From an optimization exercise on the open Yosys and OpenROAD flow, aimed at small area; shortcuts taken in it are not production practice.
For this run, only the layout was checked, not whether the RTL still works.
In this run the design's own scripts or RTL, not TritonCTS, make the clock network.
The clock port is modelled as an ideal driver, which makes a skipped or thinned clock tree look cheaper than it is; a real chip needs a root buffer or a tree.
Power and IR drop assume default switching activity.

===== flow/design.v =====
module DE1_SoC (HEX0, HEX1, HEX2, HEX3, HEX4, HEX5, KEY, SW, GPIO_1, CLOCK_50);
    output logic [6:0]  HEX0, HEX1, HEX2, HEX3, HEX4, HEX5;
    input  logic [3:0]  KEY;
    input  logic [9:0]  SW;
    output logic [35:0] GPIO_1;
    input  logic CLOCK_50;
    logic clk, rst;
    assign clk = CLOCK_50;
    assign rst = SW[9];
    assign HEX3 = '1;
    assign HEX4 = '1;
    logic [3:0] row;
    always_ff @(posedge clk) row <= rst ? 4'd0 : row + 4'd1;
    logic kprev, push;
    always_ff @(posedge clk) kprev <= ~KEY[3];
    assign push = ~KEY[3] & ~kprev;
    localparam logic [2:0] M7_INV = 3'b010;
    localparam logic [3:0] M13_INV = 4'b1010;
    localparam logic [6:0] M109_INV = 7'b1010101;
    logic [2:0] m7, m7_q;
    logic [3:0] m13, m13_q;
    logic [6:0] m109, m109_q;
    logic fall, scroll, t7;
    assign m7 = m7_q ^ M7_INV;
    assign m13 = m13_q ^ M13_INV;
    assign m109 = m109_q ^ M109_INV;
    always_ff @(posedge clk) begin
        if (rst) begin
            m7_q <= M7_INV;
            m13_q <= M13_INV;
            m109_q <= M109_INV;
        end else begin
            m7_q <= {m7[1:0], ~(m7[1] ^ m7[2])} ^ M7_INV;
            m13_q <= {m13[2:0], ~(m13[2] ^ m13[3] ^ (m13[1] | m13[2]))} ^ M13_INV;
            m109_q <= {m109[5:0], ~(m109[0] ^ m109[1] ^ m109[6] ^ (m109[4] | m109[5]))} ^ M109_INV;
        end
    end
    assign t7 = (m7 == 3'b100);
    assign fall = t7 & (m109 == 7'b1000000);
    assign scroll = t7 & (m13 == 4'b1000) & (row[1:0] == 2'd3);
    logic [15:0] bird, bird_n, up, down;
    assign bird = ~bird_n;
    assign up = {bird[14:0], 1'b0};     
    assign down = {1'b0, bird[15:1]};   
    always_ff @(posedge clk) begin
        if (rst) bird_n <= ~16'h0400;
        else bird_n <= ~((bird & ~{16{push | fall}}) |
                         (~bird & (({16{push}} & down) | ({16{fall}} & up))));
    end
    localparam logic [9:0] LFSR_INV = 10'b1010101010;
    logic [9:0] lfsr, lfsr_q;
    assign lfsr = lfsr_q ^ LFSR_INV;
    always_ff @(posedge clk) lfsr_q <= (rst ? 10'd0 : {~(lfsr[3] ^ lfsr[0]), lfsr[9:1]}) ^ LFSR_INV;
    logic [2:0] diff, count;
    logic [3:0] a;
    logic pv;   
    always_comb begin
        case (SW[2:0])
            3'd0: diff = 3'd7;
            3'd1, 3'd2, 3'd4: diff = 3'd5;
            3'd3, 3'd5, 3'd6: diff = 3'd4;
            default: diff = 3'd3;
        endcase
    end
    function automatic logic [3:0] mod9(input logic [9:0] x);
        logic [4:0] u;
        u = {2'b0, x[2:0]} + {2'b0, ~x[5:3]} + {2'b0, x[8:6]} + {4'b0, ~x[9]} + 5'd1;
        if (u >= 5'd18) u = u - 5'd18;
        else if (u >= 5'd9) u = u - 5'd9;
        mod9 = u[3:0];
    endfunction
    always_ff @(posedge clk) begin
        if (rst) begin
            count <= diff;
            pv <= 1'b0;
        end else if (scroll) begin
            pv <= (count == 3'd0);
            count <= (count == 3'd0) ? diff : count - 3'd1;
            if (count == 3'd1) a <= mod9(lfsr);
        end
    end
    logic [1:0] gp [0:3];
    logic [1:0] gp_n [0:3];   
    logic [3:0] gc [0:3];
    logic [3:0] ne;
    genvar g;
    generate
        for (g = 0; g < 4; g++) begin : grp
            logic own, inc;
            assign gp[g] = ~gp_n[g];
            logic [3:0] icode;
            assign ne[g] = ~(gc[g][3] & gc[g][0]);
            assign own = (gp[g] != 2'd0);
            if (g < 3) begin : mid
                assign inc = ne[g+1] & (gp[g+1] == 2'd0);
                assign icode = gc[g+1];
            end else begin : top
                assign inc = pv;
                assign icode = a;
            end
            always_ff @(posedge clk) begin
                if (rst) begin
                    gc[g][3] <= 1'b1;
                    gc[g][0] <= 1'b1;
                end else if (scroll) begin
                    gp_n[g] <= ~(inc ? 2'd3 : gp[g] - 2'd1);
                    if (inc) gc[g] <= icode;
                    else if (!own) begin
                        gc[g][3] <= 1'b1;
                        gc[g][0] <= 1'b1;
                    end
                end
            end
        end
    endgenerate
    function automatic logic [15:0] pipe_pat(input logic [3:0] c);
        logic [15:0] p;
        p[0] = ~((~c[0] & ~c[1] & ~c[2] & ~c[3]) | (c[0] & c[3]));
        p[1] = ~((~c[1] & ~c[2] & ~c[3]) | (c[0] & c[3]));
        p[2] = (c[0] & c[1] & ~c[3]) | (~c[0] & c[3]) | (c[2] & ~c[3]);
        p[3] = (c[2] & ~c[3]) | (~c[0] & c[3]);
        p[4] = (~c[0] & c[3]) | (c[0] & c[2] & ~c[3]) | (c[1] & c[2] & ~c[3]);
        p[5] = (~c[0] & ~c[1] & ~c[2]) | (c[1] & c[2] & ~c[3]);
        p[6] = (~c[1] & ~c[2] & ~c[3]) | (c[0] & c[1] & c[2] & ~c[3]) | (~c[0] & c[3]);
        p[7] = (~c[1] & ~c[2] & ~c[3]) | (~c[0] & ~c[2]);
        p[8] = (~c[2] & ~c[3]);
        p[9] = (~c[2] & ~c[3]) | (~c[0] & ~c[1] & ~c[3]);
        p[10] = ~((c[1] & c[2]) | (c[3]));
        p[11] = ~((c[0] & c[1] & c[2]) | (c[3]));
        p[12] = (~c[3]);
        p[13] = ~((c[0] & c[3]));
        p[14] = ~((c[0] & c[3]));
        p[15] = ~((c[0] & c[3]));
        pipe_pat = p;
    endfunction
    logic on, stop_buf, incr_buf, incr_prev, incr;
    logic col2, dead;
    assign col2 = ne[0] & (gp[0] == 2'd2);
    assign dead = |(pipe_pat(gc[0] | {4{gp[0] != 2'd2}}) & bird) | (bird == 16'd0);
    assign incr = incr_buf & ~incr_prev;
    always_ff @(posedge clk) begin
        incr_prev <= incr_buf;
        if (rst) begin
            on <= 1'b1;
            stop_buf <= 1'b0;
            incr_buf <= 1'b0;
        end else begin
            on <= on & ~stop_buf;
            stop_buf <= on & dead;
            incr_buf <= on & ~dead & col2;
        end
    end
    function automatic logic [6:0] seg(input logic [3:0] c);
        seg[0] = ~((~c[3]) | (~c[1]) | (~c[0] & ~c[2]));
        seg[1] = (~c[0] & ~c[1] & c[2]) | (~c[0] & ~c[3]);
        seg[2] = (c[0] & ~c[1] & ~c[2]);
        seg[3] = (c[1] & c[3]);
        seg[4] = (c[1] & c[3]) | (~c[1] & c[2]);
        seg[5] = (c[1] & ~c[2]) | (c[0] & c[3]);
        seg[6] = ~((~c[1]) | (~c[0] & c[2]));
    endfunction
    function automatic logic [3:0] dnext(input logic [3:0] c);
        dnext[0] = ~((~c[0] & c[1]) | (c[2] & c[3]));
        dnext[1] = (~c[3]) | (~c[1] & c[2]);
        dnext[2] = (~c[1]) | (c[2] & c[3]);
        dnext[3] = (c[1]) | (c[0] & c[3]);
    endfunction
    function automatic logic dnine(input logic [3:0] c);
        dnine = (~c[1] & ~c[3]);
    endfunction
    localparam logic [3:0] DZERO = 4'd7;
    logic [3:0] d0, d1, d2;
    logic i1, i2;
    assign i1 = incr & dnine(d0);
    assign i2 = i1 & dnine(d1);
    always_ff @(posedge clk) begin
        if (rst) begin
            d0 <= DZERO; d1 <= DZERO; d2 <= DZERO;
        end else begin
            if (incr) d0 <= dnext(d0);
            if (i1) d1 <= dnext(d1);
            if (i2) d2 <= dnext(d2);
        end
    end
    assign HEX0 = seg(d0);
    assign HEX1 = seg(d1);
    assign HEX2 = seg(d2);
    always_comb begin
        case (SW[2:0])
            3'd0: HEX5 = 7'b1111001;
            3'd1, 3'd2, 3'd4: HEX5 = 7'b0100100;
            3'd3, 3'd5, 3'd6: HEX5 = 7'b0110000;
            default: HEX5 = 7'b0011001;
        endcase
    end
    logic [15:0] green, red, ends;
    logic [1:0] sg;
    assign sg = row[3:2];
    assign green = pipe_pat(gc[sg] | {4{~on | (gp[sg] != row[1:0])}});
    localparam logic [255:0] ENDS = {
        16'b0000000001010100, 16'b0010111001010100, 16'b0001101001111100, 16'b0011111001111000,
        16'b0000000000000100, 16'b0010101001111000, 16'b0010101000000100, 16'b0011111001111000,
        16'b0000000000000000, 16'b0001111001111000, 16'b0010000000010100, 16'b0001111001111000,
        16'b0000000000000000, 16'b0011111000110100, 16'b0010001001010100, 16'b0011111000111000};
    assign ends = ENDS[16 * row +: 16];
    assign red = on ? ((row == 4'd2) ? bird : 16'd0) : ends;
    assign GPIO_1[35:32] = row;
    genvar j;
    generate
        for (j = 0; j < 16; j++) begin : px
            assign GPIO_1[31 - j] = green[j];
            assign GPIO_1[15 - j] = red[j];
        end
    endgenerate
endmodule

===== flow/flow/run.sh =====
#!/bin/bash
# The standard layout (standard.sh), with these changes:
#  - synthesis uses flow/synth.tcl: no adder extraction, and ABC maps with
#    flow/deep.abc (&deepsyn) for each seed in FLOW_ABC_SEEDS, keeping the
#    smallest netlist (registers are the standard synthesis's);
#  - each port is buffered with the smallest buffer cell;
#  - one tie cell drives all constant outputs;
#  - the clock tree is flow/cts.tcl: the clock port drives MY_NBUF buffers,
#    each driving one cluster of the registers.
set -euo pipefail
here=$(pwd)
export FLOW_ABC_SCRIPT=$here/flow/deep.abc
export FLOW_ABC_SEEDS="0 1 2 3"
export BUFFER_PORTS_ARGS="-buffer_cell sky130_fd_sc_hd__buf_1"
export SKIP_REPAIR_TIE_FANOUT=1
export MY_CLKBUF=sky130_fd_sc_hd__clkbuf_16
export MY_NBUF=4
sed "s#SYNTH_SCRIPT=[^ ]*#SYNTH_SCRIPT=$here/flow/synth.tcl#" standard.sh > own_standard.sh
bash own_standard.sh place > standard_place.log 2>&1
bash own_standard.sh run RUN_SCRIPT=$here/flow/cts.tcl > cts.log 2>&1
bash own_standard.sh > standard.log 2>&1

===== flow/flow/cts.tcl =====
# Clock tree of NBUF buffers of type MY_CLKBUF, each driving one cluster of the
# clock sinks (k-means on the sink locations, with clusters of equal size),
# all driven by the clock port.
source $::env(SCRIPTS_DIR)/load.tcl
erase_non_stage_variables cts
load_design 3_place.odb 3_place.sdc
set_dont_use $::env(DONT_USE_CELLS)
set block [ord::get_db_block]
set clk [$block findNet CLOCK_50]
$clk setSigType CLOCK
set k $::env(MY_NBUF)
set sinks {}
foreach it [$clk getITerms] {
  set bb [[$it getInst] getBBox]
  lappend sinks [list $it [expr {([$bb xMin] + [$bb xMax]) / 2.0}] [expr {([$bb yMin] + [$bb yMax]) / 2.0}]]
}
# k-means, seeded by sinks spread along the list sorted by x
set sorted [lsort -real -index 1 $sinks]
set n [llength $sorted]
set cent {}
for {set i 0} {$i < $k} {incr i} {
  set s [lindex $sorted [expr {int(($i + 0.5) * $n / $k)}]]
  lappend cent [list [lindex $s 1] [lindex $s 2]]
}
set cap [expr {($n + $k - 1) / $k}]
for {set iter 0} {$iter < 30} {incr iter} {
  # balanced assignment: closest (sink, cluster) pairs first, at most cap sinks per cluster
  set pairs {}
  set si 0
  foreach s $sinks {
    for {set i 0} {$i < $k} {incr i} {
      set c [lindex $cent $i]
      lappend pairs [list [expr {pow([lindex $s 1] - [lindex $c 0], 2) + pow([lindex $s 2] - [lindex $c 1], 2)}] $si $i]
    }
    incr si
  }
  set assign [lrepeat $n -1]
  set fill [lrepeat $k 0]
  foreach p [lsort -real -index 0 $pairs] {
    lassign $p d si i
    if {[lindex $assign $si] >= 0 || [lindex $fill $i] >= $cap} continue
    lset assign $si $i
    lset fill $i [expr {[lindex $fill $i] + 1}]
  }
  set newc {}
  for {set i 0} {$i < $k} {incr i} {
    set sx 0; set sy 0; set m 0
    foreach s $sinks a $assign { if {$a == $i} { set sx [expr {$sx + [lindex $s 1]}]; set sy [expr {$sy + [lindex $s 2]}]; incr m } }
    if {$m > 0} { lappend newc [list [expr {$sx / $m}] [expr {$sy / $m}]] } else { lappend newc [lindex $cent $i] }
  }
  set cent $newc
}
set master [[ord::get_db] findMaster $::env(MY_CLKBUF)]
for {set i 0} {$i < $k} {incr i} {
  set buf [odb::dbInst_create $block $master clkbuf_$i]
  set net [odb::dbNet_create $block clknet_$i]
  $net setSigType CLOCK
  set m 0
  foreach s $sinks a $assign { if {$a == $i} { set it [lindex $s 0]; $it disconnect; $it connect $net; incr m } }
  [$buf findITerm A] connect $clk
  [$buf findITerm X] connect $net
  set c [lindex $cent $i]
  $buf setLocation [expr {int([lindex $c 0])}] [expr {int([lindex $c 1])}]
  $buf setPlacementStatus PLACED
  puts "clock buffer $i drives $m sinks"
}
detailed_placement
set_propagated_clock [all_clocks]
estimate_parasitics -placement
report_clock_skew
orfs_write_db $::env(RESULTS_DIR)/4_1_cts.odb
orfs_write_sdc $::env(RESULTS_DIR)/4_cts.sdc

===== flow/flow/deep.abc =====
strash
dc2
&get -n
&deepsyn -T 30 -S SEED
&put
dch -f
amap -m
topo

===== flow/flow/synth.tcl =====
# The standard synthesis script (synth_recipe.tcl), except that Yosys's
# extract_fa is skipped and ABC maps with flow/deep.abc (&deepsyn), run with
# several random seeds, keeping the smallest result. Registers are unchanged.
proc synth {args} { yosys synth -nofsm -noshare {*}$args }
proc extract_fa {args} { }
proc abc {args} {
  set i [lsearch -exact $args -script]
  set j [lsearch -exact $args -liberty]
  set lib [lindex $args [expr {$j + 1}]]
  set template [read [open $::env(FLOW_ABC_SCRIPT)]]
  set best -1
  design -save flow_pre_abc
  foreach seed $::env(FLOW_ABC_SEEDS) {
    design -load flow_pre_abc
    set script [file join $::env(OBJECTS_DIR) "flow_abc_$seed.abc"]
    set f [open $script w]
    puts $f [string map [list SEED $seed] $template]
    close $f
    set a $args
    lset a [expr {$i + 1}] $script
    yosys abc {*}$a
    set rpt [file join $::env(OBJECTS_DIR) "flow_abc_$seed.stat"]
    tee -q -o $rpt stat -liberty $lib
    regexp {Chip area for module[^:]*:\s*([0-9.]+)} [read [open $rpt]] -> area
    puts "ABC seed $seed: area $area"
    if {$best < 0 || $area < $best} {
      set best $area
      design -save flow_best_abc
    }
  }
  design -load flow_best_abc
  puts "ABC best area $best"
}
source $::env(SCRIPTS_DIR)/synth.tcl
# left out here: clear keep_hierarchy, flatten, clean up, hide names made inside functions, write 1_2_yosys.v

===== flow/standard.sh =====
#!/bin/bash
# synth_recipe.tcl (not shown) runs the flow's synth.tcl, then flattens the netlist and writes it again
# the make line also repeats each setting of config.mk as NAME=value (left out here)
make -C /OpenROAD-flow-scripts/flow DESIGN_CONFIG=/design/flow/config.mk WORK_HOME=/design/flow/orfs CLKGATE_MAP_FILE= SYNTH_SCRIPT=/design/flow/synth_recipe.tcl "${@:-finish}"

===== flow/config.mk =====
export PLATFORM = sky130hd
export DESIGN_NAME = DE1_SoC
export DESIGN_NICKNAME = DE1_SoC
export VERILOG_FILES = /design/flow/design.v
export SDC_FILE = /design/flow/constraint.sdc
export NUM_CORES = 4
export LEC_CHECK = 0
export CAP_MARGIN = 20
export CORE_MARGIN = 2
export CORE_UTILIZATION = 70
export SLEW_MARGIN = 20

===== flow/constraint.sdc =====
create_clock -name core_clock -period 6.5 [get_ports {CLOCK_50}]
set_input_delay 1.3000 -clock core_clock [delete_from_list [all_inputs] [get_ports {CLOCK_50}]]
set_output_delay 1.3000 -clock core_clock [all_outputs]
set_load 0.01 [all_outputs]

==> flow_metrics.py <==
metrics = {
    "route": {
        "viasPerCell": 6.14,
        "wl_um": 9510,
        "drt_iter0_drc": 289,
        "post-route-drc-count": 0,
        "firstDrtPassIters": 5,
        "wire_per_inst_um": 14.5,
        "vias": 4035,
        "antenna_left": 0,
    },
    "sta": {
        "setup-violations-final": 0,
        "rsz0062_at_grt": "false",
        "finalCritPeriodShare_pct": 67.7,
        "fin_hold_ws_ns": 0.360,
        "setup_slack_ns": 2.10,
        "tns_ns": 0,
        "fin_worst_skew_ns": 0.00952,
        "hold_viol": 0,
        "layout_min_cycle_time_ns": 4.40,
        "worst_pin_slew_ns": 0.872,
        "max_freq_mhz": 227,
        "relSlewSlack_pct": 41.7,
        "slew_violations": 0,
    },
    "global_routing": {
        "use_met1_pct": 34.9,
        "gr-usage-met3_pct": 2.07,
        "grt_pass1_wl_um": 14900,
        "grt_pass1_vias": 3399,
        "antenna_found_initial": 0,
        "grt-ovfl-total": 0,
        "use_met2_pct": 49.1,
        "grt_usage_pct": 26.9,
        "grt_max_degree": 31,
        "grt-busiest-layer": "met2",
    },
    "synth": {
        "ys_seq_area_share_pct": 48.5,
        "ys_ff_latch": 93,
        "synth.most_common_cell": "nor2_1",
        "yosysTopAreaCell": "dfxtp_1",
        "synth_cell_types": 41,
        "yosysTopAreaCellShare_pct": 32.5,
        "yosys-top-cells-count": "nor2_1 (104), dfxtp_1 (70), clkinv_1 (63)",
        "synthFlopType": "dfxtp_1",
        "ys_top_cells_by_area": "dfxtp_1 (32%), edfxtp_1 (16%), nor2_1 (9.0%)",
        "synth.avg_cell_area_um2": 8.19,
        "synthArstFlopShare_pct": 0,
        "synth-edff-count": 23,
        "syn_inst": 527,
        "syn_area_um2": 4320,
        "synth_nets": 542,
        "ys_warn_count": 4,
    },
    "layout": {
        "nNetsFinal": 599,
        "area_growth_syn_to_layout_pct": 7.45,
        "utilization_pct": 77.9,
        "num-fill-cells": 426,
        "layout-drive-gt1-share_pct": 0.859,
        "diodes": 0,
    },
    "run": {
        "drv_cap": 0,
    },
    "setup_path": {
        "cp.arrival_ns": 3.10,
        "r2r-end": "gc[3][3]",
        "reg2reg_depth": 10,
        "rrSetupSlack_ns": 2.97,
        "crit_fanout": 12,
        "cp.required_ns": 5.20,
        "r2r_start": "row[0]",
        "cp-end-kind": "output pin",
        "crit_path_start": "row[3]",
        "startpoint_type": "flip-flop",
        "critPathCapture": "GPIO_1[24]",
        "worst-setup-path-type": "reg2out",
    },
    "placement": {
        "dp_hpwl_um": 7000,
        "port_buffers": 68,
        "place_congestion": 0.900,
        "placement.setup.worst_slack_ns": 2.40,
    },
    "clocking": {
        "clkLatencyLatePin_ns": 0.16,
        "path_clk_slew_ns": 0.09,
    },
    "power": {
        "powerDensity_nw_per_um2": 248,
        "p_leak_uw": 0.00159,
        "ir_drop_mv": 0.236,
        "power_uw": 1150,
    },
    "floorplanning": {
        "fp.dieW_um": 82.5,
        "design.die.area_um2": 6810,
        "start_util_pct": 72.5,
        "core_um2": 5960,
        "rows": 28,
        "num_io_pins": 93,
        "fp.dieH_um": 82.5,
    },
    "min_path": {
        "hold_path_class": "reg2reg",
    },
    "run_status": {
        "status": "finished clean",
    },
}
-- critical path: stages, from the launching register on --
cell,delay [ns]
dfxtp_1,0.55
clkinv_1,0.19
nor2_1,0.29
clkinv_1,0.22
o221ai_1,0.28
nor2_1,0.06
a21oi_1,0.12
o2111ai_1,0.15
nor2_1,0.26
clkinv_1,0.23
a21oi_1,0.22
o22ai_1,0.11
nor2_1,0.11
nor2_1,0.04
buf_1,0.12
-- metrics by stage --
step           std cells  cell area, um2
6_report             657            4640
5_1_grt              657            4640
3_5_place_dp         653            4540
3_3_place_gp         653            4540
2_1_floorplan        527            4320
-- worst min path at each step --
stage | startpoint | endpoint | cells past startpoint
2_1_floorplan | incr_buf | incr_prev | 0
3_5_place_dp | incr_buf | incr_prev | 0
3_3_place_gp | incr_buf | incr_prev | 0
5_1_grt | incr_buf | incr_prev | 0
6_report | incr_buf | incr_prev | 0
-- power by group --
group          internal (uW)  switching, uW  total, uW
Clock                    113            141        253
Sequential               639           72.6        711
Combinational           76.7            108        185
Total                    828            321       1150
-- placed cells by master (no fill, tap or decap), types with 3 or more instances in the layout --
cell type  count
clkinv_1      63
dfxtp_1       70
and2_0         3
a21oi_1       31
nand2_1       43
nand3_1        6
clkbuf_16      4
a221oi_1       3
a211oi_1       7
o221ai_1      19
o22a_1         8
o32ai_1        3
o21ai_0       45
nor4_1         3
edfxtp_1      23
nor2_1       104
nor2b_1        4
o21a_1         5
a31oi_1        5
buf_1         68
or2_0          3
nor3_1        15
o22ai_1       17
-- cell families after synthesis --
| group | after synthesis | synth area share [%] |
|---|---|---|
| buf+inv | 81 | 8.61 |
| other cells | 2 | 0.174 |
| compound gates | 158 | 23.7 |
| flops | 93 | 48.5 |
| simple gates | 193 | 19.1 |
-- layer usage --
layer  vias to the layer above  share of wire, %
met2                       206                48
met4                         0               1.7
met1                      1829                43
li1                       1974                 -
met5                         -                 0
met3                        26               8.1
-- registers in the layout, indices dropped and copies added, names as in the netlist, 4 cells and up --
name / flops
gc: 16
d0: 4
d2: 4
bird_n: 16
row: 4
m13_q: 4
gp_n: 8
d1: 4
m109_q: 7
a: 4
lfsr_q: 10
-- area by class of cell --
cell class                 count  area, um2  share of cell area (%)
multi-input combinational    353       1850                    40.0
tap                           75       93.8                    2.02
sequential                    93       2090                    45.1
inverter                      63        236                    5.10
timing repair buffer          69        263                    5.66
buffer                         4        100                    2.16

==> afterwards: timing with drivers on the ports <==
How much do the figures lean on ideal ports? The routed layout below was timed once more, with nothing changed but the port constraints.
Step 1 sets driving cells, clkbuf_16 on the clock port and buf_2 on the other inputs (assumed; they add their load-dependent delay and slew).
Step 2 also shifts input and output timing later by t, the mid clock arrival at the registers, as if the neighbouring blocks saw the same clock.
a / b / c = ideal ports / drivers / drivers and shift; a / b = the first two.
shift t [ns]: 0.224
setup WS [ns]: 2.098 / 2.025 / 2.248
worst slew at a driven data input, ns: 0.03
pins driven straight from the clock port: 4
After both steps setup and hold are still met in this run. For this run, drivers alone change the setup slack by -0.073 ns; drivers and shift together by +0.150 ns.
